Source: an optimization exercise on an open RTL-to-GDS flow (aim: small area). Production flows keep margins and buffers that such runs may drop.
Only simulation tests tie the RTL to the original design; equivalence was not proved.
No run shown here takes its clock network from TritonCTS; it comes from the design's own scripts or RTL.
The clock input has no modelled driver; a real chip could not lean on it and would need a root buffer or a full tree.
Power and IR drop assume default switching activity.

### flow/design.v
`timescale 1ns / 1ps
module vlc_tx(
    input pclk,
    input resetn,
    input [31:0] fifo_data,
    input fifo_empty,
    input [1:0] dim,
    output reg fifo_rd_en,
    output reg tx_out,
    output reg led_check
);
    localparam IDLE = 2'b00;
    localparam SYNC = 2'b01;
    localparam SEND = 2'b10;
    localparam WAIT = 2'b11;
    reg [5:0] cnt;
    wire trig = (~cnt[5] & cnt[4] & ~cnt[2]);
    wire c_first = (~cnt[5] & cnt[4] & cnt[0]);
    wire c_2 = (cnt[5] & ~cnt[4] & ~cnt[3] & ~cnt[2] & ~cnt[1] & ~cnt[0]);                 
    wire c_49 = (~cnt[5] & ~cnt[4] & cnt[3] & cnt[2] & cnt[1] & cnt[0]);                
    reg [1:0] state;
    reg idle_d;                          
    reg [4:0] blo;                       
    reg [3:0] bhi;                       
    reg [1:0] wbyte;                     
    reg [3:0] wbit;
    reg [1:0] nbyte;                     
    reg [3:0] nbit;                      
    reg txb;                             
    reg [2:0] look;                      
    reg par;                             
    wire in_idle = (state == IDLE);
    wire in_sync = (state == SYNC);
    wire in_send = (state == SEND);
    function [3:0] bit_step;
        input [3:0] s;
        bit_step = {s[2:0], s[0] ^ s[2] ^ ~(s[0] | s[3])};
    endfunction
    function bit_par;                    
        input [3:0] s;
        bit_par = ~s[3] & ~s[2] & ~s[0];
    endfunction
    reg [7:0] bytesel;
    integer k;
    always @(*) begin
        for (k = 0; k < 8; k = k + 1) begin
            case (nbyte)
                2'b00: bytesel[k] = fifo_data[31 - k];
                2'b01: bytesel[k] = fifo_data[23 - k];
                2'b11: bytesel[k] = fifo_data[15 - k];
                default: bytesel[k] = fifo_data[7 - k];
            endcase
        end
    end
    wire [7:0] bitsel = {bytesel[2], bytesel[3], bytesel[4], bytesel[6],
                         bytesel[1], bytesel[5], bytesel[0], bytesel[7]};
    wire n_par = bit_par(nbit);
    wire fetched = n_par ? par : bitsel[nbit[2:0]];
    always @(posedge pclk) begin
        if (!resetn)
            cnt <= 6'd30;
        else if (trig)
            cnt <= 6'd31;
        else
            cnt <= cnt + 6'd1;
    end
    wire hi_0 = ~bhi[2] & ~bhi[1] & ~bhi[0];
    wire hi_10 = bhi[3] & bhi[1] & bhi[0];
    wire lo_carry = (blo == 5'd16);
    wire bc_344 = hi_10 & (blo == 5'd14);
    wire bc_334 = hi_10 & (blo == 5'd31);
    wire bc_9 = hi_0 & (blo == 5'd12);
    wire bc_0 = hi_0 & (blo == 5'd0);
    wire bc_5 = hi_0 & (blo == 5'd18);
    wire bc_m7 = (blo == 5'd11);
    reg [1:0] nxt;
    always @(*) begin
        nxt = state;
        case (state)
            IDLE: if (par) nxt = SYNC;
            SYNC: if (bc_9) nxt = SEND;
            SEND: begin
                if (bc_m7 && fifo_empty) nxt = IDLE;
                if (bc_334) nxt = WAIT;
            end
            WAIT: if (bc_344) nxt = IDLE;
        endcase
    end
    always @(posedge pclk) begin
        if (!resetn) begin
            state <= IDLE;
            idle_d <= 1'b1;
            blo <= 5'd0;
            bhi <= 4'd0;
        end else begin
            idle_d <= in_idle;
            if (trig) begin
                state <= nxt;
                if (!in_idle) begin
                    if (bc_344) begin
                        blo <= 5'd0;
                        bhi <= 4'd0;
                    end else begin
                        blo <= {blo[3:0], blo[4] ^ blo[2] ^ (blo[3:0] == 4'd0)};
                        if (lo_carry)
                            bhi <= {bhi[2:0], ~(bhi[0] ^ bhi[3])};
                    end
                end
            end
        end
    end
    wire w_32 = (wbyte == 2'b10) & wbit[3] & ~wbit[2] & wbit[1];    
    always @(posedge pclk) begin
        if (in_idle) begin
            wbyte <= 2'b11;
            wbit <= 4'd0;
        end else if (trig) begin
            wbit <= bit_step(wbit);
            if (bit_par(wbit))
                wbyte <= {wbyte[0], ~wbyte[1]};
        end
    end
    wire r = nbit[3];
    wire [2:0] q = nbit[2:0];
    wire q_step = r ? c_49 : c_first;
    wire bc_789 = hi_0 & (blo == 5'd11 || blo == 5'd22 || blo == 5'd12);
    wire restart = w_32 || (in_sync && !bc_789);
    always @(posedge pclk) begin
        if (!resetn) begin
            nbit <= 4'b1000;
            par <= 1'b0;
        end else if (in_sync || in_send) begin
            if (c_first) begin
                look <= {fetched, look[2:1]};
                if (restart) begin
                    nbyte <= 2'b00;
                    nbit <= 4'd1;        
                    par <= 1'b1;
                end else begin
                    par <= n_par ? 1'b1 : par ^ fetched;
                    nbit <= bit_step(nbit);
                    if (n_par)
                        nbyte <= {nbyte[0], ~nbyte[1]};
                end
            end
        end else if (in_idle) begin
            par <= ~fifo_empty | (idle_d & par);
            if (!idle_d)
                nbit <= 4'd0;
            else if (q_step)
                nbit <= {r, q[1], q[0], ~q[1]};
        end
    end
    always @(posedge pclk) begin
        case (state)
            IDLE: if (trig) txb <= ~txb;
            SYNC: begin
                if (bc_0) txb <= 1'b1;
                else if (bc_5) txb <= 1'b0;
            end
            SEND: if (c_first) txb <= look[0];
            WAIT: txb <= 1'b0;
        endcase
    end
    always @(posedge pclk) begin
        if (!resetn)
            fifo_rd_en <= 1'b1;
        else
            fifo_rd_en <= in_idle ? fifo_empty : (in_send && w_32 && c_2);
    end
    wire f30n = (~cnt[5]) | (cnt[4] & cnt[3] & cnt[2] & cnt[1]);
    wire f20n = (~cnt[5]) | (cnt[4] & cnt[2]) | (cnt[4] & cnt[3]);
    wire f30r = (~cnt[5] & ~cnt[4]) | (cnt[5] & cnt[4] & cnt[3] & cnt[2]);
    wire f20r = (~cnt[5] & ~cnt[4]) | (cnt[5] & cnt[4] & cnt[2]) | (cnt[4] & cnt[3] & ~cnt[2]) | (cnt[4] & ~cnt[3] & cnt[1]);
    wire f30 = r ? f30r : f30n;
    wire f20 = r ? f20r : f20n;
    reg pattern;
    always @(*) begin
        case (dim)
            2'd2: pattern = q[2] | (q[1] & f30);
            2'd1: pattern = q[2];
            default: pattern = q[2] & (~q[1] | f20);
        endcase
    end
    wire sh_win_inv = (cnt[5] & ~cnt[3]) | (cnt[5] & ~cnt[4]) | (cnt[5] & ~cnt[2] & ~cnt[1]);      
    wire sh_win_force = (cnt[4] & cnt[3] & ~cnt[1]) | (cnt[4] & cnt[3] & ~cnt[2]) | (cnt[4] & ~cnt[3] & cnt[2] & cnt[0]) | (cnt[5] & cnt[4] & cnt[2] & cnt[1] & ~cnt[0]);    
    wire sh_inv = in_send && sh_win_inv;
    wire sh_force = in_send && sh_win_force && !dim[0];
    wire shaped = sh_force ? dim[1] : txb ^ sh_inv;
    always @(posedge pclk) begin
        if (!resetn) begin
            tx_out <= 1'b0;
            led_check <= 1'b0;
        end else begin
            tx_out <= idle_d ? pattern : shaped;
            led_check <= idle_d && (dim == 2'd1);
        end
    end
endmodule
### flow/flow/run.sh
#!/bin/bash
# Own layout flow: the standard ORFS flow (standard.sh) with these changes to how
# the layout is made:
#  - logic mapping: synthesis (ORFS's and the standard flow's own, synth_recipe.tcl) is run once with
#    each ABC script flow/abc_*.script in place of ORFS's delay-oriented abc_speed.script,
#    and the layout uses the script whose netlist has the smallest cell area (ties: the
#    first in name order);
#  - port buffers are sky130_fd_sc_hd__buf_1 instead of the larger cell buffer_ports picks;
#  - if flow/clock.txt exists ("CELL N"), the clock is buffered by flow/clock_buffer.tcl
#    with N buffers of type CELL driven by the clock port, in place of clock_tree_synthesis;
set -euo pipefail
WORK=$(pwd)
rm -rf "$WORK/scripts_own" "$WORK/trials"
mkdir -p "$WORK/trials"
cp -r "$FLOW_HOME/scripts" "$WORK/scripts_own"
if [[ -f "$WORK/flow/clock.txt" ]]; then
  read -r OWN_CLK_BUF OWN_CLK_NBUF < "$WORK/flow/clock.txt"
  export OWN_CLK_BUF OWN_CLK_NBUF
  grep -q '^log_cmd clock_tree_synthesis {\*}$cts_args$' "$WORK/scripts_own/cts.tcl"
  sed -i "s|^log_cmd clock_tree_synthesis {\*}\$cts_args\$|source $WORK/flow/clock_buffer.tcl|" "$WORK/scripts_own/cts.tcl"
fi
STAT=orfs/reports/$FLOW_PLATFORM/vlc_tx/base/synth_stat.txt
best=""; best_area=""
for s in "$WORK"/flow/abc_*.script; do
  name=$(basename "$s" .script)
  cp "$s" "$WORK/scripts_own/abc_speed.script"
  rm -rf "$WORK/orfs"
  if bash "$WORK/standard.sh" SCRIPTS_DIR="$WORK/scripts_own" synth > "$WORK/trials/$name.log" 2>&1; then
    area=$(grep -E "Chip area for (top )?module" "$WORK/$STAT" | tail -1 | awk '{print $NF}')
    echo "$name $area" >> "$WORK/trials/areas.txt"
    if [[ -z "$best" ]] || awk -v a="$area" -v b="$best_area" 'BEGIN{exit !(a < b)}'; then
      best=$s; best_area=$area
    fi
  else
    echo "$name failed" >> "$WORK/trials/areas.txt"
  fi
  mkdir -p "$WORK/trials/$name"
  cp -r "$WORK/orfs/logs" "$WORK/trials/$name/" 2>/dev/null || true
done
echo "chosen $(basename "$best" .script) $best_area" >> "$WORK/trials/areas.txt"
cp "$best" "$WORK/scripts_own/abc_speed.script"
rm -rf "$WORK/orfs"
bash "$WORK/standard.sh" \
  SCRIPTS_DIR="$WORK/scripts_own" \
  BUFFER_PORTS_ARGS="-buffer_cell sky130_fd_sc_hd__buf_1" \
  finish > "$WORK/flow_make.log" 2>&1
### flow/flow/abc_s4.script
strash
&get -n
&fraig -x
&put
scorr
dc2
dretime
strash
&get -n
&dch -f
&nf -a -p
&put
### flow/flow/abc_t2.script
strash
&get -n
&fraig -x
&put
scorr
dc2
dc2
dc2
strash
&get -n
&dch -f
&nf -a -p
&put
### flow/flow/abc_t4.script
strash
&get -n
&fraig -x
&put
scorr
dc2
dretime
strash
&get -n
&dch -f
&nf -a -p -R 1000
&put
### flow/flow/abc_u1.script
strash
&get -n
&fraig -x
&put
scorr
dc2
dc2
dc2
dc2
strash
&get -n
&dch -f
&nf -a -p
&put
### flow/flow/abc_u3.script
strash
&get -n
&fraig -x
&put
scorr
dc2
dc2
dc2
strash
&get -n
&dch
&nf -a -p
&put
### flow/flow/abc_u6.script
strash
&get -n
&fraig -x
&put
scorr
dc2
dc2
dc2
strash
&get -n
&dch -f
&nf -a -p -F 8 -A 4
&put
### flow/flow/abc_u7.script
strash
dc2
dc2
dc2
strash
&get -n
&dch -f
&nf -a -p
&put
### flow/flow/clock.txt
sky130_fd_sc_hd__buf_4 4
### flow/flow/clock_buffer.tcl
# Clock buffering in place of clock_tree_synthesis (sourced by cts.tcl).
# The clock port drives OWN_CLK_NBUF buffers of type OWN_CLK_BUF; the clock
# pins are split between them by position (sorted by x, then y in each half),
# each buffer placed at the centre of its sinks. All registers get the same
# buffer type and the same kind of wiring, so no register's clock is made
# early or late on purpose.
set block [ord::get_db_block]
set db [ord::get_db]
set master [$db findMaster $::env(OWN_CLK_BUF)]
set nbuf $::env(OWN_CLK_NBUF)
set clk_port_name [get_full_name [lindex [get_property [lindex [all_clocks] 0] sources] 0]]
set clk_net [[$block findBTerm $clk_port_name] getNet]
set clk_net_name [$clk_net getName]
set sinks {}
foreach it [$clk_net getITerms] {
  set inst [$it getInst]
  set loc [$inst getLocation]
  lappend sinks [list $it [lindex $loc 0] [lindex $loc 1]]
}
set sinks [lsort -integer -index 1 $sinks]
set n [llength $sinks]
puts "own clock buffering: $n sinks on $clk_net_name, $nbuf x $::env(OWN_CLK_BUF)"
# split into groups of nearly equal size: columns by x, and for 4 groups also rows by y
proc split_groups {lst k idx} {
  set out {}
  set n [llength $lst]
  for {set g 0} {$g < $k} {incr g} {
    set a [expr {($g * $n) / $k}]
    set b [expr {(($g + 1) * $n) / $k - 1}]
    lappend out [lrange $lst $a $b]
  }
  return $out
}
if {$nbuf == 4} {
  set groups {}
  foreach half [split_groups $sinks 2 1] {
    set half [lsort -integer -index 2 $half]
    foreach q [split_groups $half 2 2] { lappend groups $q }
  }
} else {
  set groups [split_groups $sinks $nbuf 1]
}
set i 0
foreach grp $groups {
  set sx 0; set sy 0
  foreach s $grp { incr sx [lindex $s 1]; incr sy [lindex $s 2] }
  set cx [expr {$sx / [llength $grp]}]
  set cy [expr {$sy / [llength $grp]}]
  set inst [odb::dbInst_create $block $master "clkbuf_own_$i"]
  set net [odb::dbNet_create $block "clknet_own_$i"]
  $net setSigType CLOCK
  foreach s $grp {
    set it [lindex $s 0]
    $it disconnect
    $it connect $net
  }
  [$inst findITerm A] connect $clk_net
  [$inst findITerm X] connect $net
  $inst setLocation $cx $cy
  $inst setPlacementStatus PLACED
  puts "  clkbuf_own_$i: [llength $grp] sinks at ($cx, $cy)"
  incr i
}
set_propagated_clock [all_clocks]
### flow/standard.sh
#!/bin/bash
# synth_recipe.tcl (not shown) runs the flow's synth.tcl, then flattens the netlist and writes it again
# the make line also repeats each setting of config.mk as NAME=value (left out here)
make -C /OpenROAD-flow-scripts/flow DESIGN_CONFIG=/design/flow/config.mk WORK_HOME=/design/flow/orfs CLKGATE_MAP_FILE= SYNTH_SCRIPT=/design/flow/synth_recipe.tcl "${@:-finish}"
### flow/config.mk
export PLATFORM = sky130hd
export DESIGN_NAME = vlc_tx
export DESIGN_NICKNAME = vlc_tx
export VERILOG_FILES = /design/flow/design.v
export SDC_FILE = /design/flow/constraint.sdc
export NUM_CORES = 4
export LEC_CHECK = 0
export CAP_MARGIN = 20
export CORE_MARGIN = 2
export CORE_UTILIZATION = 40
export SLEW_MARGIN = 20
### flow/constraint.sdc
create_clock -name core_clock -period 10.0 [get_ports {pclk}]
set_input_delay 2.0000 -clock core_clock [delete_from_list [all_inputs] [get_ports {pclk}]]
set_output_delay 2.0000 -clock core_clock [all_outputs]
set_load 0.01 [all_outputs]
==> impl_results.rst, run 1 <==
.. list-table::
   :header-rows: 1

   * - Metric
     - Value
   * - Capturing element type of the critical path
     - register
   * - Transition time at the pin with the least slew margin
     - 0.579 ns
   * - Top cell type by total area after synthesis
     - dfxtp_1
   * - Global routing usage on met3
     - under 10%
   * - Horizontal die dimension
     - 76.9 µm
   * - DRC errors left
     - 0
   * - DR WL/cell
     - ~13 µm
   * - Hold WC Path Type
     - reg2reg
   * - Biggest fanout along the worst timing path
     - 14
   * - Combined global-route utilization of all metal layers
     - 17.1%
   * - Leak Pwr
     - around 0.8 nW
   * - Global placer's final weighted congestion
     - a little under 0.9
   * - Global-route wire length before repair
     - 8.74 mm
   * - Top-area cell type share of the netlist area
     - 30.2%
   * - Unrepaired setup endpoints after global routing
     - no
   * - Power share of the clock group
     - around 14%
   * - Most frequent cells after synthesis
     - 32 x dfxtp_1, 30 x nand2_1, 30 x nor2_1
   * - Shortest clock period the worst path allows after layout
     - 3.79 ns
   * - Number of DRC violations after detailed-routing iteration 0
     - 83
   * - Antenna violations before repair
     - 0
   * - Cell Rows
     - 26
   * - Area of the placeable core
     - 5110 µm²
   * - Final-layout worst hold slack
     - 0.422 ns
   * - Pwr dens
     - 179 nW/µm²
   * - Maximum clock frequency
     - 0.264 GHz
   * - Run status
     - no timing/DRC/antenna violations
   * - Post-synth net total
     - 300
   * - Die Y
     - 76.9 µm
   * - Synth async-reset ratio
     - 0%
   * - Clock-pin slew on the worst setup and hold paths
     - 0.09 ns
   * - Flop pwr share
     - between 50% and 60%
   * - # resized after CTS
     - 0
   * - Most used flip-flop cell after synthesis
     - dfxtp_1
   * - Post-route clock period utilization
     - 37.9%
   * - Critical Path RT
     - slightly below 10 ns
   * - Avg Inst Size Synth
     - slightly above 8 µm²
   * - Final core utilization
     - a little under half
   * - Design Power
     - 428 µW
   * - #FFs+latches synth
     - 38
   * - Setup CP Type
     - in2reg
   * - # placed instances
     - 366
   * - Number of distinct standard cells referenced by the synthesized netlist
     - 41
   * - Clock Latency Late Sink
     - 0.14 ns
   * - Skew final
     - 0.0176 ns
   * - Leading post-synthesis cells by cell area
     - dfxtp_1 30%, edfxtp_1 8.5%, a21oi_1 6.4%, nand2_1 5.3%, nor2_1 5.3%
   * - Via Count
     - 2088
   * - Number of diodes
     - 0
   * - Via-to-Cell Ratio
     - 5.64
   * - Area added between synthesis and finish
     - 12.8%
   * - Hold-fix buffers, CTS
     - 0
   * - Slew headroom
     - around three fifths
   * - ANT nets after route
     - 0
   * - Register area share after synthesis
     - 38.7%
   * - GR Util met1
     - 24.2%
   * - Number of max-capacitance violations reported
     - 0
   * - Int Pwr
     - 270 µW
   * - Final count of pins violating max slew
     - 0
   * - Global route hottest layer
     - met2
   * - Via count of the first global-routing pass
     - 1972
   * - Cell count after synthesis
     - 256
   * - Filler instances
     - between 500 and 600
   * - Switching part of the total
     - a little under two fifths
   * - Area of the mapped netlist
     - about 2100 µm²
   * - Sum Neg Setup Slack
     - 0 ns
   * - Startpoint type of the worst setup path
     - input pin
   * - Wire length after detailed routing
     - 4.99 mm
   * - Final setup vio count
     - 0
   * - Total net switching power
     - 158 µW
   * - Post-synth EDFFs
     - 6
   * - Portion of total power attributed to combinational logic
     - 35.1%
   * - TritonRoute pass-1 iters
     - 4
   * - Crit path arrival time
     - 3.60 ns
   * - Post-layout nets
     - 346
   * - Number of I/O pins
     - 40
   * - HPWL after detailed placement
     - 3.70 mm
   * - Pin count of the biggest net entering global routing
     - 15
   * - Gr ovfl total
     - 0
   * - GR met2 Demand/Resource
     - ~29%
   * - Fraction of layout cells with a size suffix above 1
     - 2.33%
   * - Area enclosed by the die boundary
     - 5910 µm²
   * - Initial cell density of the core
     - 41.6%
   * - Synthesis Warnings
     - 1
   * - Count of port buffers added during placement
     - 39
   * - Number of hold violations in the final report
     - 0
   * - Peak supply drop
     - about 0.000067 V
   * - Post-route non-filler standard cell count
     - 370
   * - Count leader, synth
     - dfxtp_1
   * - Post-CTS setup buffer count
     - 0
==> per-stage QoR <==
step | setup WS, ns | cell area (µm²)
floorplan | 6.69 | 2120
global placement | 6.19 | 2360
detailed placement | 6.04 | 2360
CTS | 6.20 | 2390
global route | 6.00 | 2390
finish | 6.21 | 2390
==> power by group through the flow <==
stage	logic, mW	registers, mW	clock network (mW)
2_1_floorplan	0.120	0.210	0
3_3_place_gp	0.149	0.222	0
3_5_place_dp	0.150	0.222	0
4_1_cts	0.151	0.218	0.0619
5_1_grt	0.174	0.223	0.0691
6_report	0.150	0.218	0.0596
==> final cells by class <==
cell class | count | area [µm²] | area share [%]
Sequential cell | 38 | 821 | 34.3
Timing Repair Buffer | 40 | 154 | 6.43
Tap cell | 70 | 87.6 | 3.66
Buffer | 4 | 30.0 | 1.25
Inverter | 12 | 45.0 | 1.88
Multi-Input combinational cell | 206 | 1260 | 52.5
==> placed cells by master, fill, tap and decap left out, types with 3 or more instances in the layout <==
cell type	count
dfxtp_1	32
nor2b_1	4
clkinv_1	12
nand3_1	10
nor2_1	30
o21ai_0	14
ha_1	7
a31oi_1	6
a221oi_1	5
xnor2_1	5
nand2_1	30
a22oi_1	7
a221o_1	3
and3_1	3
o311ai_0	3
nand2b_1	4
or3_1	5
a21oi_1	27
edfxtp_1	6
buf_4	5
buf_1	39
nor3_1	9
o211ai_1	4
==> state kept, by name, summed over array words and instances, names as in the netlist, 2 cells and up <==
signal / count
cnt: 6
blo: 5
bhi: 4
nbit: 4
wbit: 4
look: 3
nbyte: 2
state: 2
wbyte: 2
==> kinds of logic (layout without fill, tap and decap cells) <==
kind of cell / after synthesis / in the layout / share of synthesized area (%)
fa+ha+maj: 7 / 7 / 4.12
simple gates: 105 / 105 / 23.3
buf+inv: 12 / 56 / 2.12
mux: 4 / 4 / 3.06
flops: 38 / 38 / 38.7
compound gates: 84 / 84 / 26.3
xor+xnor: 6 / 6 / 2.47
==> per-layer routing <==
metal / up-vias / share of wire [%]
met3: 9 / 4.7
met2: 48 / 44
met5: - / 0
met4: 0 / 1.9
met1: 971 / 49
li1: 1060 / -
==> critical path, cell delays in order <==
cell      delay (ns)
buf_1           0.44
clkinv_1        0.46
nor2_1          0.37
a21boi_0        0.32
==> path summary, 6_finish.rpt <==
check / from / endpoint / slack (ns) / depth (start not counted)
setup / recovery: resetn / nbyte[0] / 6.21 / 4
hold reg to reg: look[2] / look[1] / 0.42 / 0
setup reg to reg: cnt[4] / bhi[0] / 7.45 / 7
hold / removal: look[2] / look[1] / 0.42 / 0
==> run 2, diff against run 1 <==
--- a/flow/design.v
+++ b/flow/design.v
@@ -9,10 +9,10 @@
     output reg tx_out,
     output reg led_check
 );
-    localparam IDLE = 2'b00;
-    localparam SYNC = 2'b01;
-    localparam SEND = 2'b10;
-    localparam WAIT = 2'b11;
+    localparam IDLE = 2'd1;
+    localparam SYNC = 2'd3;
+    localparam SEND = 2'd2;
+    localparam WAIT = 2'd0;
     reg [5:0] cnt;
     wire trig = (~cnt[5] & cnt[4] & ~cnt[2]);
     wire c_first = (~cnt[5] & cnt[4] & cnt[0]);
@@ -64,15 +64,13 @@
         else
             cnt <= cnt + 6'd1;
     end
-    wire hi_0 = ~bhi[2] & ~bhi[1] & ~bhi[0];
-    wire hi_10 = bhi[3] & bhi[1] & bhi[0];
-    wire lo_carry = (blo == 5'd16);
-    wire bc_344 = hi_10 & (blo == 5'd14);
-    wire bc_334 = hi_10 & (blo == 5'd31);
-    wire bc_9 = hi_0 & (blo == 5'd12);
-    wire bc_0 = hi_0 & (blo == 5'd0);
-    wire bc_5 = hi_0 & (blo == 5'd18);
-    wire bc_m7 = (blo == 5'd11);
+    wire lo_carry = (blo[4] & ~blo[3] & ~blo[2] & ~blo[1] & ~blo[0]);
+    wire bc_344 = (bhi[3] & bhi[1] & bhi[0] & ~blo[4] & blo[3] & blo[1] & ~blo[0]);
+    wire bc_334 = (bhi[3] & bhi[1] & bhi[0] & blo[4] & blo[3] & blo[2]);
+    wire bc_9 = (~bhi[2] & ~bhi[1] & ~bhi[0] & blo[3] & ~blo[0]);
+    wire bc_0 = (~bhi[2] & ~bhi[1] & ~bhi[0] & ~blo[2] & ~blo[1] & ~blo[0]);
+    wire bc_5 = (~bhi[2] & ~bhi[1] & ~bhi[0] & blo[4] & ~blo[2]);
+    wire bc_m7 = (~blo[4] & blo[3] & ~blo[2] & blo[1] & blo[0]);
     reg [1:0] nxt;
     always @(*) begin
         nxt = state;
@@ -123,7 +121,7 @@
     wire r = nbit[3];
     wire [2:0] q = nbit[2:0];
     wire q_step = r ? c_49 : c_first;
-    wire bc_789 = hi_0 & (blo == 5'd11 || blo == 5'd22 || blo == 5'd12);
+    wire bc_789 = (~bhi[2] & ~bhi[1] & ~bhi[0] & blo[2] & blo[1]) | (~bhi[2] & ~bhi[1] & ~bhi[0] & blo[3] & ~blo[0]) | (~bhi[2] & ~bhi[1] & ~bhi[0] & blo[1] & blo[0]);
     wire restart = w_32 || (in_sync && !bc_789);
     always @(posedge pclk) begin
         if (!resetn) begin
==> run 2 against run 1 <==
  * Synthesized cell count down 0.39%
  * Cell area down 3.1%
  * Hold slack improved by 0.015 ns
  * Power down 8.0%
  * Cell count down 0.27%
  * Clock skew is 0.0034 ns lower
  * Sequential share of layout area grew 1.1 points
  * Die area is 3.4% lower
  * Critical path depth increased by 7
  * Clock power hardly changed
  * Via count is 3.5% lower
  * Combinational power down 17%
  * Largest power group unchanged
  * Highest routed layer unchanged
==> impl_results.rst, run 2 <==
.. list-table::
   :header-rows: 1

   * - Metric
     - Value
   * - Run status
     - no timing/DRC/antenna violations
   * - Number of flip-flops under the largest register name
     - 6
   * - Peak supply drop
     - approximately 0.000083 V
   * - Slowest cell on crit path
     - a311o_1
   * - Buffers and inverters on the worst path
     - 1
   * - Clock Latency Late Sink
     - 0.14 ns
   * - Clock-pin slew on the worst setup and hold paths
     - approximately 0.090 ns
   * - Transition time at the pin with the least slew margin
     - 0.735 ns
   * - Count leader, synth
     - nand2_1
   * - Number of distinct standard cells referenced by the synthesized netlist
     - 42
   * - Worst setup slack after layout
     - between 6 and 7 ns
   * - Leading registers by flop count
     - cnt (6), blo (5)
   * - Count of port buffers added during placement
     - 39
   * - Critical path's most frequent cell
     - nand3_1
   * - Placed instance area
     - 2290 µm²
   * - TritonRoute pass-1 iters
     - 4
   * - Area enclosed by the die boundary
     - 5710 µm²
   * - Cell count after synthesis
     - 255
   * - Number of I/O pins
     - 40
   * - Uppermost layer routed
     - met4
   * - Slowest Stage Delay on Critical Path
     - 0.35 ns
   * - Post-synth EDFFs
     - 6
   * - Final setup vio count
     - 0
   * - Kind of cell adding the most delay to the critical path
     - compound AO/OA/AOI/OAI gates
   * - End point of the worst hold path
     - look[0]
   * - Register-to-Register Path Depth
     - 11
   * - Post-route clock period utilization
     - 35.8%
   * - Most used flip-flop cell after synthesis
     - dfxtp_1
   * - Pin count of the biggest net entering global routing
     - 20
   * - Biggest fanout along the worst timing path
     - 2
   * - Top-area cell type share of the netlist area
     - 31.3%
   * - Via Count
     - 2015
   * - Sum Neg Setup Slack
     - 0 ns
   * - Startpoint type of the worst setup path
     - input pin
   * - Crit path arrival time
     - 3.61 ns
   * - Maximum clock frequency
     - 0.279 GHz
   * - Hold WC Path Type
     - reg2reg
   * - Post-place setup slack
     - 6.27 ns
   * - Cell-by-cell listing of the critical path
     - buf_1 > a221o_1 > a21oi_1 > a311oi_1 > a311o_1 > nand3_1 > o21ai_0 > xnor2_1 > nand3_1 > a22oi_1 > nor2b_1
   * - Global-route wire length before repair
     - 7.73 mm
   * - Most frequent cells after synthesis
     - 42 x nand2_1, 32 x dfxtp_1, 32 x nor2_1
   * - Design Power
     - 394 µW
   * - Worst hold path cell count
     - 0
   * - Avg Inst Size Synth
     - 8.03 µm²
   * - Leading post-synthesis cells by cell area
     - dfxtp_1 31%, edfxtp_1 8.8%, nand2_1 7.7%, nor2_1 5.9%, o21ai_0 5.4%
   * - Post-synth net total
     - 295
   * - Number of max-capacitance violations reported
     - 0
   * - Number of diodes
     - 0
   * - Commonest cells after routing, fill and taps aside
     - 42 x nand2_1, 39 x buf_1, 32 x nor2_1, 32 x dfxtp_1, 22 x o21ai_0
   * - Via-to-Cell Ratio
     - 5.46
   * - Final-layout worst hold slack
     - 0.436 ns
   * - Setup CP Type
     - in2reg
   * - Detail Route met3 WL
     - 162 µm
   * - Most common library cell in the layout ignoring fill and taps
     - nand2_1
   * - DR WL met2
     - 2.12 mm
   * - Area of the placeable core
     - 5010 µm²
   * - Hold-fix buffers, CTS
     - 0
   * - # resized after CTS
     - 0
   * - HPWL after detailed placement
     - roughly 3.5 mm
   * - Combined global-route utilization of all metal layers
     - 16.4%
   * - Skew final
     - 0.0142 ns
   * - Area of all placed cells without fillers
     - 2320 µm²
   * - Wire length after detailed routing
     - 4.71 mm
   * - Critical Path RT
     - 10.03 ns
   * - Met1 layer wirelength in the final routing
     - between 2 and 2.5 mm
   * - Area added between synthesis and finish
     - 13.3%
   * - Top cell type by total area after synthesis
     - dfxtp_1
   * - Synthesis Warnings
     - 1
   * - Worst setup slack for register-to-register paths
     - 7.53 ns
   * - ANT nets after route
     - 0
   * - #FFs+latches synth
     - 38
   * - Leak Pwr
     - 0.835 nW
   * - Die Y
     - 75.6 µm
   * - Shortest clock period the worst path allows after layout
     - roughly 3.6 ns
   * - Antenna violations before repair
     - 0
   * - Top reg by flops
     - cnt
   * - Area of the mapped netlist
     - 2050 µm²
   * - Pwr dens
     - 170 nW/µm²
   * - Number of DRC violations after detailed-routing iteration 0
     - 67
   * - Capturing element type of the critical path
     - register
   * - Post-layout nets
     - 341
   * - Unrepaired setup endpoints after global routing
     - no
   * - Post-CTS setup buffer count
     - 0
   * - Initial cell density of the core
     - 40.9%
   * - Final count of pins violating max slew
     - 0
   * - DRC errors left
     - 0
   * - Slew headroom
     - 50.9%
   * - Global placer's final weighted congestion
     - 0.773
   * - Synth async-reset ratio
     - 0%
   * - Number of hold violations in the final report
     - 0
   * - Register area share after synthesis
     - between 40% and 50%
   * - Gr ovfl total
     - 0
   * - DR WL/cell
     - 12.8 µm
   * - Cell Rows
     - 26
   * - Reg-to-reg endpoint
     - par
   * - Fraction of layout cells with a size suffix above 1
     - 2.34%
   * - Horizontal die dimension
     - 75.6 µm
   * - Worst r2r src
     - nbyte[1]
   * - Hold_sp
     - look[1]
   * - Via count of the first global-routing pass
     - 1742
## run 2: changes by cell type after synthesis, sizes merged, moves of 4 or more
| cell | delta |
|---|---|
| nor3 | +4 |
| nand4 | +4 |
| o21ai | +8 |
| a21oi | -10 |
| ha | -4 |
| or3 | -4 |
| nand2 | +12 |
| clkinv | -6 |
| a22oi | -4 |
## run 2: power by group
part / leakage (nW) / internal [mW] / total (mW) / switching, mW
clock network: 0.0192 / 0.0210 / 0.0596 / 0.0386
registers: 0.315 / 0.173 / 0.211 / 0.0374
logic: 0.501 / 0.0588 / 0.124 / 0.0649
## run 2: cell families after synthesis
group / synth area share, %
and+or+nand+nor: 28.0
muxes: 3.73
AOI/OAI and AO/OA: 21.9
buffers and inverters: 1.10
DFF: 40.1
xor gates and xnor gates: 3.42
adders and majority gates: 1.83
## run 2: metrics by stage
| stage | utilization (%) | std cells |
|---|---|---|
| global route | 46.3 | 369 |
| detailed placement | 45.7 | 365 |
| global placement | 45.7 | 365 |
| floorplan | - | 255 |
| finish | 46.3 | 369 |
| CTS | 46.3 | 369 |
## run 2: layout make-up
class	instances	area [µm²]
fillers	563	2690
multi-input cells	211	1200
flip-flops and latches	38	821
repair buffers	40	154
well taps	70	87.6
plain buffers	4	30.0
inverters	6	22.5
## run 2: worst max path at each step
| stage | to | slack, ns | from | cells after the start |
|---|---|---|---|---|
| detailed placement | par | 6.27 | fifo_data[8] | 11 |
| CTS | par | 6.41 | fifo_data[8] | 11 |
| global placement | par | 6.30 | fifo_data[8] | 11 |
| finish | par | 6.42 | fifo_data[8] | 11 |
| global route | par | 6.23 | fifo_data[8] | 11 |
| floorplan | look[2] | 6.48 | fifo_data[8] | 7 |
## run 2: worst reg2reg max path, stage by stage, from the launching register on
cell	delay [ns]
edfxtp_1	0.56
nor2b_1	0.48
a221o_1	0.22
a21oi_1	0.04
a311oi_1	0.24
a311o_1	0.16
nand3_1	0.07
o21ai_0	0.15
xnor2_1	0.16
nand3_1	0.09
a22oi_1	0.15
nor2b_1	0.07
## run 2: metal layers
metal | vias up | track usage, %
met2 | 36 | 27.1
met4 | 0 | 4.09
met1 | 928 | 23.6
met5 | - | 0
li1 | 1041 | -
met3 | 10 | 1.06
==> run 3, diff against run 2 <==
==> flow/flow/run.sh (replaced) <==
#!/bin/bash
# Own layout flow: the standard ORFS flow (standard.sh) with these changes to how
# the layout is made:
#  - logic mapping: synthesis (ORFS's and the standard flow's own, synth_recipe.tcl) is run once with
#    each ABC script flow/abc_*.script in place of ORFS's delay-oriented abc_speed.script
#    (up to NUM_CORES at a time, each in trials/<script>/), and the layout continues from
#    the synthesis whose netlist has the smallest cell area (ties: first in name order).
#    The abc_z* scripts run ABC's &deepsyn with a time limit, so their results can vary
#    from run to run; the netlist chosen is the one the layout is made from;
#  - port buffers are sky130_fd_sc_hd__buf_1 instead of the larger cell buffer_ports picks;
#  - if flow/clock.txt exists ("CELL N"), the clock is buffered by flow/clock_buffer.tcl
#    with N buffers of type CELL driven by the clock port, in place of clock_tree_synthesis;
set -euo pipefail
WORK=$(pwd)
rm -rf "$WORK/scripts_base" "$WORK/trials" "$WORK/orfs"
mkdir -p "$WORK/trials"
cp -r "$FLOW_HOME/scripts" "$WORK/scripts_base"
if [[ -f "$WORK/flow/clock.txt" ]]; then
  read -r OWN_CLK_BUF OWN_CLK_NBUF < "$WORK/flow/clock.txt"
  export OWN_CLK_BUF OWN_CLK_NBUF
  grep -q '^log_cmd clock_tree_synthesis {\*}$cts_args$' "$WORK/scripts_base/cts.tcl"
  sed -i "s|^log_cmd clock_tree_synthesis {\*}\$cts_args\$|source $WORK/flow/clock_buffer.tcl|" "$WORK/scripts_base/cts.tcl"
fi
STAT_REL="orfs/reports/$FLOW_PLATFORM/vlc_tx/base/synth_stat.txt"

run_trial() {
  local name=$1 script=$2
  local d="$WORK/trials/$name"
  mkdir -p "$d"
  cp -r "$WORK/scripts_base" "$d/scripts"
  cp "$script" "$d/scripts/abc_speed.script"
  sed "s|$WORK/orfs|$d/orfs|g" "$WORK/standard.sh" > "$d/std.sh"
  if timeout 900 bash "$d/std.sh" SCRIPTS_DIR="$d/scripts" synth > "$d/make.log" 2>&1; then
    grep -E "Chip area for (top )?module" "$d/$STAT_REL" | tail -1 | awk '{print $NF}' > "$d/area.txt"
  fi
}

jobs_max=${NUM_CORES:-4}
for s in "$WORK"/flow/abc_*.script; do
  while [[ $(jobs -rp | wc -l) -ge $jobs_max ]]; do sleep 1; done
  run_trial "$(basename "$s" .script)" "$s" &
done
wait

best=""; best_area=""
for s in "$WORK"/flow/abc_*.script; do
  name=$(basename "$s" .script)
  a=$(cat "$WORK/trials/$name/area.txt" 2>/dev/null || true)
  echo "$name ${a:-failed}" >> "$WORK/trials/areas.txt"
  [[ -n "$a" ]] || continue
  if [[ -z "$best" ]] || awk -v a="$a" -v b="$best_area" 'BEGIN{exit !(a < b)}'; then
    best=$name; best_area=$a
  fi
done
echo "chosen $best $best_area" >> "$WORK/trials/areas.txt"
mv "$WORK/trials/$best/orfs" "$WORK/orfs"
bash "$WORK/standard.sh" \
  SCRIPTS_DIR="$WORK/trials/$best/scripts" \
  BUFFER_PORTS_ARGS="-buffer_cell sky130_fd_sc_hd__buf_1" \
  finish > "$WORK/flow_make.log" 2>&1
==> flow/flow/abc_w3.script (new file) <==
strash
&get -n
&fraig -x
&put
scorr
dc2
dc2
strash
&get -n
&dch -f
&nf -a -p -R 1000
&put
==> flow/flow/abc_w4.script (new file) <==
strash
&get -n
&fraig -x
&put
scorr
dc2
dretime
strash
&get -n
&dch -f
&nf -a -p -R 1000
&put
&get -n
&st
&dch -f
&nf -a -p -R 1000
&put
==> flow/flow/abc_z1.script (new file) <==
strash
&get -n
&fraig -x
&put
scorr
dc2
strash
&get -n
&deepsyn -T 30 -S 1
&dch -f
&nf -a -p -R 1000
&put
==> flow/flow/abc_z2.script (new file) <==
strash
&get -n
&fraig -x
&put
scorr
dc2
strash
&get -n
&deepsyn -T 30 -S 2
&dch -f
&nf -a -p -R 1000
&put
==> flow/flow/abc_z3.script (new file) <==
strash
&get -n
&fraig -x
&put
scorr
dc2
strash
&get -n
&deepsyn -T 30 -S 3
&dch -f
&nf -a -p -R 1000
&put
==> flow/flow/abc_z4.script (new file) <==
strash
&get -n
&fraig -x
&put
scorr
dc2
strash
&get -n
&deepsyn -T 30 -S 4
&dch -f
&nf -a -p -R 1000
&put
==> flow/flow/abc_z5.script (new file) <==
strash
&get -n
&fraig -x
&put
scorr
dc2
strash
&get -n
&deepsyn -T 30 -S 5
&dch -f
&nf -a -p -R 1000
&put
==> flow/flow/abc_z6.script (new file) <==
strash
&get -n
&fraig -x
&put
scorr
dc2
strash
&get -n
&deepsyn -T 30 -S 6
&dch -f
&nf -a -p -R 1000
&put
==> flow/flow/abc_z7.script (new file) <==
strash
&get -n
&fraig -x
&put
scorr
dc2
strash
&get -n
&deepsyn -T 30 -S 7
&dch -f
&nf -a -p -R 1000
&put
==> flow/flow/abc_z8.script (new file) <==
strash
&get -n
&fraig -x
&put
scorr
dc2
strash
&get -n
&deepsyn -T 30 -S 8
&dch -f
&nf -a -p -R 1000
&put
==> run 3 against run 2 <==
  * Synthesized cell count shrank 8.6%
  * Still clean on timing, DRC and antenna
  * Clock power down 2%
  * Hold slack got worse by 0.0093 ns
  * Via count shrank 5.8%
  * Power decreased by 20%
  * Utilization up 1.0 points
  * Sequential power down 11%
  * Clock skew is 0.0097 ns lower
  * Worst setup slack better by 0.18 ns
  * Wire length decreased by 7.1%
  * Largest power group unchanged
==> impl_results.rst, run 3 <==
.. list-table::
   :header-rows: 1

   * - Metric
     - Value
   * - Run status
     - no timing/DRC/antenna violations
   * - Post-CTS setup buffer count
     - 0
   * - Number of hold violations in the final report
     - 0
   * - Pwr dens
     - 142 nW/µm²
   * - Via Count
     - approximately 1900
   * - Slew headroom
     - between 50% and 60%
   * - Capturing element type of the critical path
     - register
   * - Register-to-Register Path Depth
     - 9
   * - Global placer's final weighted congestion
     - between 0.8 and 0.9
   * - Reg-to-reg endpoint
     - bhi[0]
   * - Die Y
     - 74.1 µm
   * - # resized after CTS
     - 0
   * - Clock-pin slew on the worst setup and hold paths
     - 0.09 ns
   * - Area added between synthesis and finish
     - 13.6%
   * - Leak Pwr
     - 0.773 nW
   * - Post-route clock period utilization
     - about a third
   * - Horizontal die dimension
     - about 74 µm
   * - Area of the placeable core
     - 4720 µm²
   * - Critical Path RT
     - 10.08 ns
   * - Final core utilization
     - between 40% and 50%
   * - Shortest clock period the worst path allows after layout
     - 3.40 ns
   * - Leading registers by flop count
     - cnt (6), blo (5)
   * - Global-route wire length before repair
     - 7.40 mm
   * - Startpoint type of the worst setup path
     - input pin
   * - Top reg by flops
     - cnt
   * - Biggest fanout along the worst timing path
     - 22
   * - Most used flip-flop cell after synthesis
     - dfxtp_1
   * - Via-to-Cell Ratio
     - 5.52
   * - Post-layout nets
     - 319
   * - Count of port buffers added during placement
     - 39
   * - Number of flip-flops under the largest register name
     - 6
   * - Uppermost layer routed
     - met4
   * - Final setup vio count
     - 0
   * - Detail Route met3 WL
     - around 130 µm
   * - Combined global-route utilization of all metal layers
     - 16.0%
   * - Count leader, synth
     - nand2_1
   * - Wire length after detailed routing
     - 4.37 mm
   * - Worst r2r src
     - cnt[4]
   * - Pin count of the biggest net entering global routing
     - 23
   * - Worst setup slack after layout
     - 6.60 ns
   * - Cell count after synthesis
     - 233
   * - Launch point of the worst path
     - resetn
   * - Area of the mapped netlist
     - 1970 µm²
   * - Avg Inst Size Synth
     - 8.44 µm²
   * - Slowest cell on crit path
     - a311oi_1
   * - Gr ovfl total
     - 0
   * - Initial cell density of the core
     - 41.6%
   * - Number of I/O pins
     - 40
   * - Sum Neg Setup Slack
     - 0 ns
   * - Setup CP Type
     - in2reg
   * - Via count of the first global-routing pass
     - between 1500 and 2000
   * - Fraction of layout cells with a size suffix above 1
     - 1.81%
   * - Synth async-reset ratio
     - 0%
   * - Hold-fix buffers, CTS
     - 0
   * - Post-synth EDFFs
     - 6
   * - Number of DRC violations after detailed-routing iteration 0
     - 155
   * - Commonest cells after routing, fill and taps aside
     - 39 x buf_1, 36 x nand2_1, 32 x dfxtp_1, 19 x nor2_1, 17 x a21oi_1
   * - Number of max-capacitance violations reported
     - 0
   * - Cell Rows
     - 25
   * - Top-area cell type share of the netlist area
     - between 30 and 40%
   * - DRC errors left
     - 0
   * - ANT nets after route
     - 0
   * - Synthesis Warnings
     - 1
   * - Top cell type by total area after synthesis
     - dfxtp_1
   * - Worst setup slack for register-to-register paths
     - 7.25 ns
   * - TritonRoute pass-1 iters
     - 4
   * - Final count of pins violating max slew
     - 0
   * - Maximum clock frequency
     - 0.294 GHz
   * - Antenna violations before repair
     - 0
   * - Leading post-synthesis cells by cell area
     - dfxtp_1 33%, edfxtp_1 9.2%, nand2_1 6.9%, a21oi_1 4.3%, nor2_1 3.6%
   * - Number of distinct standard cells referenced by the synthesized netlist
     - 40
   * - #FFs+latches synth
     - 38
   * - Area enclosed by the die boundary
     - 5490 µm²
   * - Critical Path Sink
     - bhi[3]
   * - Post-place setup slack
     - 6.47 ns
   * - Transition time at the pin with the least slew margin
     - 0.664 ns
   * - Peak supply drop
     - between 0.00008 and 0.00009 V
   * - Unrepaired setup endpoints after global routing
     - no
   * - Cell-by-cell listing of the critical path
     - buf_1 > buf_4 > nand2_1 > a311oi_1 > a21oi_1 > nor2_1 > a22o_1
   * - Hold WC Path Type
     - reg2reg
   * - Slowest Stage Delay on Critical Path
     - 0.54 ns
   * - DR WL met2
     - 1.97 mm
   * - Post-synth net total
     - 273
   * - Number of diodes
     - 0
   * - Clock Latency Late Sink
     - approximately 0.13 ns
   * - Skew final
     - 0.00448 ns
   * - Crit path arrival time
     - 3.48 ns
   * - HPWL after detailed placement
     - approximately 3.3 mm
   * - Most frequent cells after synthesis
     - 36 x nand2_1, 32 x dfxtp_1, 19 x nor2_1
   * - Register area share after synthesis
     - approximately two fifths
   * - DR WL/cell
     - 12.7 µm
   * - Most common library cell in the layout ignoring fill and taps
     - buf_1
   * - Met1 layer wirelength in the final routing
     - 2.24 mm
run 3: changes by cell type after synthesis, moves of 4 or more:
| cell | delta |
|---|---|
| a22o_1 | +6 |
| nor2b_1 | +4 |
| o21ai_0 | -12 |
| o211ai_1 | +5 |
| a222oi_1 | +6 |
| o22ai_1 | +4 |
| nor2_1 | -13 |
| nand2_1 | -6 |
run 3: layer usage:
layer  global-route usage, %  vias to the layer above
li1                        -                      982
met1                    23.6                      887
met2                    26.5                       25
met3                    1.22                        4
met4                    1.82                        0
met5                       0                        -
run 3: kinds of logic (layout without fill, tap and decap cells):
| family | Yosys count | count (layout) | share of synthesized area [%] |
|---|---|---|---|
| mux | 1 | 1 | 0.509 |
| fa+ha+maj | 3 | 3 | 1.91 |
| simple gates | 108 | 108 | 26.9 |
| compound gates | 72 | 72 | 25.6 |
| xor+xnor | 5 | 5 | 2.23 |
| buf+inv | 6 | 50 | 1.14 |
| flops | 38 | 38 | 41.7 |
run 3: how the worst min path moves through the flow:
| stage | startpoint | to | cells after the start |
|---|---|---|---|
| after floorplan | look[1] | look[0] | 0 |
| after global placement | look[2] | look[1] | 0 |
| after detailed placement | look[1] | look[0] | 0 |
| after CTS | look[2] | look[1] | 0 |
| after global routing | look[1] | look[0] | 0 |
| final | look[2] | look[1] | 0 |
run 3: area by class of cell:
cell class | instances | area, µm²
Buffer | 4 | 30.0
Fill cell | 483 | 2490
Inverter | 6 | 22.5
Multi-Input combinational cell | 189 | 1120
Sequential cell | 38 | 821
Tap cell | 67 | 83.8
Timing Repair Buffer | 40 | 154
run 3: where the power goes:
group / switching (mW) / leakage [nW] / internal, mW / total (mW)
combinational: 0.0390 / 0.439 / 0.0328 / 0.0718
sequential: 0.0191 / 0.315 / 0.167 / 0.187
clock: 0.0374 / 0.0192 / 0.0210 / 0.0584
total: 0.0955 / 0.773 / 0.221 / 0.317
run 3: per-stage QoR:
step,power [mW],hold WS (ns),instance area (µm²),std cells
3_3_place_gp,0.262,0.404,2200,340
2_1_floorplan,0.240,0.400,1970,233
3_5_place_dp,0.262,0.406,2200,340
5_1_grt,0.340,0.457,2230,344
6_report,0.317,0.427,2230,344
4_1_cts,0.320,0.433,2230,344
run 3: worst max-delay path: cells and delay by family:
| family | cells | cell delay [ns] |
|---|---|---|
| and+or+nand+nor | 2 | 0.32 |
| buffers and inverters | 2 | 0.29 |
| AOI/OAI and AO/OA | 3 | 0.86 |
==> run 4, diff against run 3 <==
--- a/flow/flow/run.sh
+++ b/flow/flow/run.sh
@@ -52,9 +52,14 @@
     best=$name; best_area=$a
   fi
 done
-echo "chosen $best $best_area" >> "$WORK/trials/areas.txt"
-mv "$WORK/trials/$best/orfs" "$WORK/orfs"
+echo "chosen ${best:-none} $best_area" >> "$WORK/trials/areas.txt"
+if [[ -n "$best" ]]; then
+  mv "$WORK/trials/$best/orfs" "$WORK/orfs"
+  scripts="$WORK/trials/$best/scripts"
+else
+  scripts="$WORK/scripts_base"
+fi
 bash "$WORK/standard.sh" \
-  SCRIPTS_DIR="$WORK/trials/$best/scripts" \
+  SCRIPTS_DIR="$scripts" \
   BUFFER_PORTS_ARGS="-buffer_cell sky130_fd_sc_hd__buf_1" \
   finish > "$WORK/flow_make.log" 2>&1
==> flow/flow/abc_z10.script (new file) <==
strash
&get -n
&fraig -x
&put
scorr
dc2
strash
&get -n
&deepsyn -T 30 -S 10
&dch -f
&nf -a -p -R 1000
&put
==> flow/flow/abc_z11.script (new file) <==
strash
&get -n
&fraig -x
&put
scorr
dc2
strash
&get -n
&deepsyn -T 30 -S 11
&dch -f
&nf -a -p -R 1000
&put
==> flow/flow/abc_z12.script (new file) <==
strash
&get -n
&fraig -x
&put
scorr
dc2
strash
&get -n
&deepsyn -T 30 -S 12
&dch -f
&nf -a -p -R 1000
&put
==> flow/flow/abc_z13.script (new file) <==
strash
&get -n
&fraig -x
&put
scorr
dc2
strash
&get -n
&deepsyn -T 30 -S 13
&dch -f
&nf -a -p -R 1000
&put
==> flow/flow/abc_z14.script (new file) <==
strash
&get -n
&fraig -x
&put
scorr
dc2
strash
&get -n
&deepsyn -T 30 -S 14
&dch -f
&nf -a -p -R 1000
&put
==> flow/flow/abc_z15.script (new file) <==
strash
&get -n
&fraig -x
&put
scorr
dc2
strash
&get -n
&deepsyn -T 30 -S 15
&dch -f
&nf -a -p -R 1000
&put
==> flow/flow/abc_z16.script (new file) <==
strash
&get -n
&fraig -x
&put
scorr
dc2
strash
&get -n
&deepsyn -T 30 -S 16
&dch -f
&nf -a -p -R 1000
&put
==> flow/flow/abc_z9.script (new file) <==
strash
&get -n
&fraig -x
&put
scorr
dc2
strash
&get -n
&deepsyn -T 30 -S 9
&dch -f
&nf -a -p -R 1000
&put
--- a/flow/config.mk
+++ b/flow/config.mk
@@ -8,4 +8,5 @@
 export CAP_MARGIN = 20
 export CORE_MARGIN = 2
 export CORE_UTILIZATION = 40
+export GPL_TIMING_DRIVEN = 0
 export SLEW_MARGIN = 20
==> run 4 against run 3 <==
  * Maximum frequency decreased by 12%
  * Hold slack worse by 0.013 ns
  * Cell area is 0.17% lower
  * Global-route usage about the same
  * Cell count is 0.29% lower
  * Synthesized area increased by 0.19%
  * Worst setup slack worse by 0.48 ns
  * Die area up 0.19%
  * Largest power group unchanged
  * Via count fell by 3.0%
  * Clock power grew 2%
  * Utilization down 0.079 points
  * Power grew 0.53%
  * Still clean
  * Critical endpoint is now state[0]
==> impl_results.rst, run 4 <==
.. list-table::
   :header-rows: 1

   * - Metric
     - Value
   * - Leak Pwr
     - 0.769 nW
   * - Skew final
     - 0.0140 ns
   * - Post-synth EDFFs
     - 6
   * - Top cell type by total area after synthesis
     - dfxtp_1
   * - Initial cell density of the core
     - 41.7%
   * - Area of the placeable core
     - 4720 µm²
   * - Top-area cell type share of the netlist area
     - between 30% and 40%
   * - Register area share after synthesis
     - 41.7%
   * - Transition time at the pin with the least slew margin
     - 0.716 ns
   * - Setup CP Type
     - in2reg
   * - Most common library cell in the layout ignoring fill and taps
     - buf_1
   * - Avg Inst Size Synth
     - 8.46 µm²
   * - Slew headroom
     - between 50% and 60%
   * - Biggest fanout along the worst timing path
     - 17
   * - Post-route clock period utilization
     - slightly below 40%
   * - Leading post-synthesis cells by cell area
     - dfxtp_1 33%, edfxtp_1 9.1%, nor2_1 6.1%, a22o_1 4.4%, nand3_1 4.1%
   * - Pwr dens
     - ~140 nW/µm²
   * - Synthesis Warnings
     - 1
   * - Area added between synthesis and finish
     - 13.2%
   * - HPWL after detailed placement
     - approximately 3.3 mm
   * - TritonRoute pass-1 iters
     - 4
   * - # resized after CTS
     - 0
   * - Clock Latency Late Sink
     - 0.14 ns
   * - Crit path arrival time
     - 3.87 ns
   * - Reg-to-reg endpoint
     - state[0]
   * - Global placer's final weighted congestion
     - 0.762
   * - Worst setup slack after layout
     - 6.13 ns
   * - Antenna violations before repair
     - 0
   * - Wire length after detailed routing
     - 4.50 mm
   * - Launch point of the worst path
     - resetn
   * - ANT nets after route
     - 0
   * - Filler instances
     - around 470
   * - Most frequent cells after synthesis
     - 32 x dfxtp_1, 32 x nor2_1, 19 x nand2_1
   * - Unrepaired setup endpoints after global routing
     - no
   * - Post-place setup slack
     - 5.98 ns
   * - Most used flip-flop cell after synthesis
     - dfxtp_1
   * - Maximum clock frequency
     - around 0.26 GHz
   * - Final count of pins violating max slew
     - 0
   * - Fraction of layout cells with a size suffix above 1
     - 1.45%
   * - Shortest clock period the worst path allows after layout
     - 3.87 ns
   * - Synth async-reset ratio
     - 0%
   * - Horizontal die dimension
     - approximately 74 µm
   * - Die Y
     - 74.2 µm
   * - Cell Rows
     - 25
   * - Combined global-route utilization of all metal layers
     - 16.0%
   * - DRC errors left
     - 0
   * - Post-CTS setup buffer count
     - 0
   * - Number of distinct standard cells referenced by the synthesized netlist
     - between 40 and 50
   * - Via Count
     - between 1500 and 2000
   * - Worst setup slack for register-to-register paths
     - 7.67 ns
   * - Top reg by flops
     - cnt
   * - Clock-pin slew on the worst setup and hold paths
     - 0.10 ns
   * - Critical Path RT
     - approximately 10 ns
   * - Critical Path Sink
     - state[0]
   * - Peak supply drop
     - 0.0000866 V
   * - Commonest cells after routing, fill and taps aside
     - 39 x buf_1, 32 x nor2_1, 32 x dfxtp_1, 19 x nand2_1, 16 x nand3_1
   * - Run status
     - no timing/DRC/antenna violations
   * - Hold-fix buffers, CTS
     - 0
   * - Number of max-capacitance violations reported
     - 0
   * - Register Area
     - 821 µm²
   * - DR WL/cell
     - 13.1 µm
   * - Hold WC Path Type
     - reg2reg
   * - Area enclosed by the die boundary
     - 5500 µm²
   * - Post-layout nets
     - 318
   * - Capturing element type of the critical path
     - register
   * - Worst hold path cell count
     - 0
   * - Number of DRC violations after detailed-routing iteration 0
     - just under 60
   * - Cell count after synthesis
     - 233
   * - Number of hold violations in the final report
     - 0
   * - #FFs+latches synth
     - 38
   * - Final setup vio count
     - 0
   * - Via-to-Cell Ratio
     - 5.37
   * - Number of I/O pins
     - 40
   * - Startpoint type of the worst setup path
     - input pin
   * - Sum Neg Setup Slack
     - 0 ns
   * - Number of diodes
     - 0
   * - Leading registers by flop count
     - cnt (6), blo (5)
   * - Gr ovfl total
     - 0
   * - Count of port buffers added during placement
     - 39
   * - Global-route wire length before repair
     - 7.29 mm
   * - Worst r2r src
     - cnt[4]
   * - Area of the mapped netlist
     - 1970 µm²
   * - Via count of the first global-routing pass
     - 1562
   * - Post-synth net total
     - 273
   * - Pin count of the biggest net entering global routing
     - 18
   * - Register-to-Register Path Depth
     - 8
   * - Number of flip-flops under the largest register name
     - 6
   * - Multi-input logic area
     - roughly 1100 µm²
run 4: cell types whose count changed after synthesis, moves of 5 or more:
cell      before  now
nand2_1       36   19
a21oi_1       17   11
a222oi_1       6    1
nand3_1       11   16
nor2_1        19   32
run 4: worst min-delay path by stage:
stage,endpoint,startpoint
finish,look[1],look[2]
global route,look[1],look[2]
CTS,look[1],look[2]
detailed placement,look[1],look[2]
global placement,look[1],look[2]
floorplan,look[0],look[1]
run 4: metrics by stage:
| stage | area, µm² | total power [mW] | cells | hold WS [ns] | util, % |
|---|---|---|---|---|---|
| 6_report | 2230 | 0.318 | 343 | 0.414 | 47.2 |
| 5_1_grt | 2230 | 0.340 | 343 | 0.436 | 47.2 |
| 2_1_floorplan | 1970 | 0.239 | 233 | 0.400 | - |
| 4_1_cts | 2230 | 0.321 | 343 | 0.425 | 47.2 |
| 3_5_place_dp | 2200 | 0.262 | 339 | 0.407 | 46.6 |
| 3_3_place_gp | 2200 | 0.261 | 339 | 0.403 | 46.6 |
run 4: cells by family after synthesis:
family / share of synthesized area (%)
muxes: 1.08
adders and majority gates: 1.90
and+or+nand+nor: 27.0
DFF: 41.7
buffers and inverters: 1.33
AOI/OAI and AO/OA: 24.4
xor gates and xnor gates: 2.67
run 4: critical path, cell delays in order:
cell	delay [ns]
buf_1	0.51
nand2_1	0.21
nor3_1	0.64
nor2_1	0.16
a21oi_1	0.16
nor2_1	0.06
nor2_1	0.08
a31oi_1	0.04
run 4: where the power goes:
part	total [mW]	switching, mW	internal [mW]
clock	0.0597	0.0387	0.0210
combinational	0.0722	0.0396	0.0326
sequential	0.186	0.0188	0.168
total	0.318	0.0971	0.221
run 4: area by class of cell:
type	instances	area share [%]
inverter	7	1.18
timing repair buffer	39	6.56
buffer	4	1.35
tap	67	3.76
sequential	38	36.8
multi-input combinational	188	50.4
run 4: metal layers:
layer / vias to the layer above / track usage, % / part of all wire (%)
li1: 964 / - / -
met1: 844 / 23.9 / 51
met2: 31 / 26.3 / 44
met3: 3 / 1.36 / 3.8
met4: 0 / 1.41 / 0.89
met5: - / 0 / 0
==> run 5, diff against run 4 <==
--- a/flow/design.v
+++ b/flow/design.v
@@ -121,15 +121,14 @@
     wire r = nbit[3];
     wire [2:0] q = nbit[2:0];
     wire q_step = r ? c_49 : c_first;
-    wire bc_789 = (~bhi[2] & ~bhi[1] & ~bhi[0] & blo[2] & blo[1]) | (~bhi[2] & ~bhi[1] & ~bhi[0] & blo[3] & ~blo[0]) | (~bhi[2] & ~bhi[1] & ~bhi[0] & blo[1] & blo[0]);
-    wire restart = w_32 || (in_sync && !bc_789);
+    wire bc_6 = (~bhi[2] & ~bhi[1] & ~bhi[0] & blo[2] & blo[0]);
+    wire restart = w_32 || (in_sync && bc_6);
     always @(posedge pclk) begin
         if (!resetn) begin
             nbit <= 4'b1000;
             par <= 1'b0;
         end else if (in_sync || in_send) begin
             if (c_first) begin
-                look <= {fetched, look[2:1]};
                 if (restart) begin
                     nbyte <= 2'b00;
                     nbit <= 4'd1;        
@@ -149,6 +148,9 @@
                 nbit <= {r, q[1], q[0], ~q[1]};
         end
     end
+    always @(posedge pclk)
+        if (c_first)
+            look <= {fetched, look[2:1]};
     always @(posedge pclk) begin
         case (state)
             IDLE: if (trig) txb <= ~txb;
--- a/flow/flow/run.sh
+++ b/flow/flow/run.sh
@@ -5,14 +5,15 @@
 #    each ABC script flow/abc_*.script in place of ORFS's delay-oriented abc_speed.script
 #    (up to NUM_CORES at a time, each in trials/<script>/), and the layout continues from
 #    the synthesis whose netlist has the smallest cell area (ties: first in name order).
-#    The abc_z* scripts run ABC's &deepsyn with a time limit, so their results can vary
-#    from run to run; the netlist chosen is the one the layout is made from;
+#    Besides flow/abc_*.script, 24 scripts made from flow/deepsyn.template run ABC's
+#    &deepsyn (seeds 1..24) with a time limit, so their results can vary from run to
+#    run; the netlist chosen is the one the layout is made from;
 #  - port buffers are sky130_fd_sc_hd__buf_1 instead of the larger cell buffer_ports picks;
 #  - if flow/clock.txt exists ("CELL N"), the clock is buffered by flow/clock_buffer.tcl
 #    with N buffers of type CELL driven by the clock port, in place of clock_tree_synthesis;
 set -euo pipefail
 WORK=$(pwd)
-rm -rf "$WORK/scripts_base" "$WORK/trials" "$WORK/orfs"
+rm -rf "$WORK/scripts_base" "$WORK/trials" "$WORK/orfs" "$WORK/abc_gen"
 mkdir -p "$WORK/trials"
 cp -r "$FLOW_HOME/scripts" "$WORK/scripts_base"
 if [[ -f "$WORK/flow/clock.txt" ]]; then
@@ -35,15 +36,26 @@
   fi
 }
 
+# the &deepsyn scripts: flow/deepsyn.template with seeds 1..24, half of them with more
+# area-flow rounds in the mapper
+mkdir -p "$WORK/abc_gen"
+for seed in $(seq 1 24); do
+  nf=""
+  if (( seed > 12 )); then nf="-F 8 -A 8"; fi
+  sed -e "s|@SEED@|$seed|" -e "s|@NF@|$nf|" "$WORK/flow/deepsyn.template" \
+    > "$WORK/abc_gen/abc_z$(printf %02d "$seed").script"
+done
+SCRIPTS=("$WORK"/flow/abc_*.script "$WORK"/abc_gen/abc_z*.script)
+
 jobs_max=${NUM_CORES:-4}
-for s in "$WORK"/flow/abc_*.script; do
+for s in "${SCRIPTS[@]}"; do
   while [[ $(jobs -rp | wc -l) -ge $jobs_max ]]; do sleep 1; done
   run_trial "$(basename "$s" .script)" "$s" &
 done
 wait
 
 best=""; best_area=""
-for s in "$WORK"/flow/abc_*.script; do
+for s in "${SCRIPTS[@]}"; do
   name=$(basename "$s" .script)
   a=$(cat "$WORK/trials/$name/area.txt" 2>/dev/null || true)
   echo "$name ${a:-failed}" >> "$WORK/trials/areas.txt"
==> flow/flow/deepsyn.template (new file) <==
strash
&get -n
&fraig -x
&put
scorr
dc2
strash
&get -n
&deepsyn -T 30 -S @SEED@
&dch -f
&nf -a -p -R 1000 @NF@
&put
removed: flow/flow/abc_z1.script
removed: flow/flow/abc_z10.script
removed: flow/flow/abc_z11.script
removed: flow/flow/abc_z12.script
removed: flow/flow/abc_z13.script
removed: flow/flow/abc_z14.script
removed: flow/flow/abc_z15.script
removed: flow/flow/abc_z16.script
removed: flow/flow/abc_z2.script
removed: flow/flow/abc_z3.script
removed: flow/flow/abc_z4.script
removed: flow/flow/abc_z5.script
removed: flow/flow/abc_z6.script
removed: flow/flow/abc_z7.script
removed: flow/flow/abc_z8.script
removed: flow/flow/abc_z9.script
==> run 5 against run 4 <==
  * Combinational power decreased by 12%
  * Critical path depth decreased by 1
  * Global-route usage increased by 0.96 points
  * Die area decreased by 0.97%
  * Synthesized area decreased by 1.0%
  * Clock power about the same
  * Sequential power about the same
  * Power decreased by 3.3%
  * Sequential share of layout area increased by 0.33 points
  * Cell area decreased by 0.90%
  * Wire length increased by 0.16%
  * Largest power group unchanged
  * Highest routed layer unchanged
==> impl_results.rst, run 5 <==
.. list-table::
   :header-rows: 1

   * - Metric
     - Value
   * - Filler instances
     - 503
   * - Synth async-reset ratio
     - 0%
   * - Initial cell density of the core
     - 41.3%
   * - Register Area
     - slightly above 800 µm²
   * - DR WL/cell
     - 13.5 µm
   * - # resized after CTS
     - 0
   * - Synthesis Warnings
     - 1
   * - Clock Latency Late Sink
     - 0.14 ns
   * - Most frequent cells after synthesis
     - 32 x dfxtp_1, 26 x nand2_1, 23 x nor2_1
   * - Slew headroom
     - 47.0%
   * - Worst setup slack after layout
     - 6.45 ns
   * - Number of distinct standard cells referenced by the synthesized netlist
     - 41
   * - Run status
     - no timing/DRC/antenna violations
   * - Post-place setup slack
     - between 6 and 7 ns
   * - Post-synth net total
     - 263
   * - Post-layout nets
     - 308
   * - Pwr dens
     - between 100 and 150 nW/µm²
   * - Transition time at the pin with the least slew margin
     - 0.794 ns
   * - Horizontal die dimension
     - 73.8 µm
   * - Setup CP Type
     - in2reg
   * - Number of DRC violations after detailed-routing iteration 0
     - 120
   * - Startpoint type of the worst setup path
     - input pin
   * - Clock-pin slew on the worst setup and hold paths
     - 0.10 ns
   * - Global placer's final weighted congestion
     - 0.796
   * - Final core utilization
     - a little under half
   * - Combined global-route utilization of all metal layers
     - approximately 17%
   * - ANT nets after route
     - 0
   * - Number of hold violations in the final report
     - 0
   * - HPWL after detailed placement
     - 3.31 mm
   * - Biggest fanout along the worst timing path
     - 3
   * - Area added between synthesis and finish
     - 13.3%
   * - DRC errors left
     - 0
   * - Wire length after detailed routing
     - 4.51 mm
   * - GR met2 Demand/Resource
     - 28.1%
   * - Post-synth EDFFs
     - 6
   * - Via count of the first global-routing pass
     - 1683
   * - Global-route wire length before repair
     - 7.58 mm
   * - Global route hottest layer
     - met2
   * - Capturing element type of the critical path
     - register
   * - Area of the placeable core
     - 4720 µm²
   * - Hold-fix buffers, CTS
     - 0
   * - Commonest cells after routing, fill and taps aside
     - 39 x buf_1, 32 x dfxtp_1, 26 x nand2_1, 23 x nor2_1, 19 x o21ai_0
   * - Number of I/O pins
     - 40
   * - Cell Rows
     - 25
   * - Post-CTS setup buffer count
     - 0
   * - Sum Neg Setup Slack
     - 0 ns
   * - Peak supply drop
     - around 0.000075 V
   * - Post-route clock period utilization
     - ~35%
   * - Area enclosed by the die boundary
     - 5450 µm²
   * - Cell count after synthesis
     - 223
   * - Top cell type by total area after synthesis
     - dfxtp_1
   * - Most common library cell in the layout ignoring fill and taps
     - buf_1
   * - Pin count of the biggest net entering global routing
     - 15
   * - Count of port buffers added during placement
     - 39
   * - #FFs+latches synth
     - 38
   * - Via Count
     - ~1900
   * - Unrepaired setup endpoints after global routing
     - no
   * - Fraction of layout cells with a size suffix above 1
     - 2.26%
   * - Multi-input logic area
     - 1110 µm²
   * - Die Y
     - ~74 µm
   * - Skew final
     - 0.0216 ns
   * - Top-area cell type share of the netlist area
     - between 30% and 40%
   * - Final count of pins violating max slew
     - 0
   * - Area of the mapped netlist
     - 1950 µm²
   * - Top reg by flops
     - cnt
   * - Number of diodes
     - 0
   * - TritonRoute pass-1 iters
     - 4
   * - Leading post-synthesis cells by cell area
     - dfxtp_1 33%, edfxtp_1 9.2%, nand2_1 5.0%, o21ai_0 4.9%, a21oi_1 4.6%
   * - Critical Path RT
     - 9.87 ns
   * - Register area share after synthesis
     - approximately 42%
   * - Final setup vio count
     - 0
   * - Crit path arrival time
     - 3.42 ns
   * - Leak Pwr
     - 0.770 nW
   * - Gr ovfl total
     - 0
   * - Shortest clock period the worst path allows after layout
     - about 3.5 ns
   * - Count leader, synth
     - dfxtp_1
   * - Via-to-Cell Ratio
     - 5.58
   * - Hold WC Path Type
     - reg2reg
   * - Global routing usage on met3
     - approximately 1.4%
   * - Antenna violations before repair
     - 0
   * - Leading registers by flop count
     - cnt (6), blo (5)
   * - GR Util met1
     - about a quarter
   * - Number of flip-flops under the largest register name
     - 6
   * - Most used flip-flop cell after synthesis
     - dfxtp_1
   * - Number of max-capacitance violations reported
     - 0
   * - Avg Inst Size Synth
     - 8.75 µm²
   * - Maximum clock frequency
     - roughly 0.28 GHz
[run 5: cell count changes after synthesis, sizes merged, moves of 7 or more]
cell and delta:
nand3 -10, a21oi +7, nand2 +7, nor2 -9
[run 5: path summary, 6_finish.rpt]
kind                       from  depth (start not counted)  slack [ns]      end
setup / recovery  fifo_data[22]                          7        6.45  look[2]
hold reg to reg         look[1]                          0        0.40  look[0]
setup reg to reg        nbit[1]                          6        7.69  look[2]
hold / removal          look[1]                          0        0.40  look[0]
[run 5: logic make-up (layout without fill, tap and decap cells)]
kind of cell             count (synthesis)  after routing  synth area share (%)
XOR/XNOR                                 4              4                  1.80
buffers and inverters                    4             47                 0.769
AND/OR/NAND/NOR                         91             91                  23.0
multiplexers                             4              4                  3.40
flip-flops                              38             38                  42.1
AO/OA/AOI/OAI                           79             79                  27.0
adder cells (fa/ha/maj)                  3              3                  1.92
[run 5: metrics by stage]
| stage | instance area [µm²] | cells | power (mW) | hold slack, ns |
|---|---|---|---|---|
| 3_3_place_gp | 2180 | 329 | 0.251 | 0.403 |
| 2_1_floorplan | 1950 | 223 | 0.231 | 0.400 |
| 6_report | 2210 | 333 | 0.308 | 0.403 |
| 5_1_grt | 2210 | 333 | 0.328 | 0.426 |
| 3_5_place_dp | 2180 | 329 | 0.252 | 0.407 |
| 4_1_cts | 2210 | 333 | 0.311 | 0.408 |
[run 5: worst max-delay path, stage by stage]
cell and delay, ns:
buf_1 0.07, mux4_2 0.46, o21ai_0 0.17, a31oi_1 0.06, a211oi_1 0.27, a21oi_1 0.10
mux2_1 0.30
[run 5: cell type report]
type	count	share of cell area (%)
multi-input cells	181	50.4
flip-flops and latches	38	37.1
repair buffers	39	6.62
well taps	67	3.79
plain buffers	4	1.36
inverters	4	0.679
[run 5: metal layers]
| metal | up-vias | share of wire (%) | wire, µm |
|---|---|---|---|
| li1 | 949 | - | - |
| met1 | 872 | 49 | 2210 |
| met2 | 30 | 46 | 2070 |
| met3 | 6 | 3.3 | 149 |
| met4 | 0 | 1.6 | 73 |
| met5 | - | 0 | 0 |
[run 5: where the power goes]
group	internal, mW	switching, mW	total (mW)
sequential	0.167	0.0178	0.185
clock	0.0210	0.0384	0.0594
combinational	0.0284	0.0351	0.0634

Setup slack of run 5, layout unchanged: 6.451 ns with ideal ports, 6.481 ns with driving cells assumed (clock clkbuf_16, inputs buf_2), 6.299 ns with port delays also shifted by the 0.182 ns mid clock arrival.
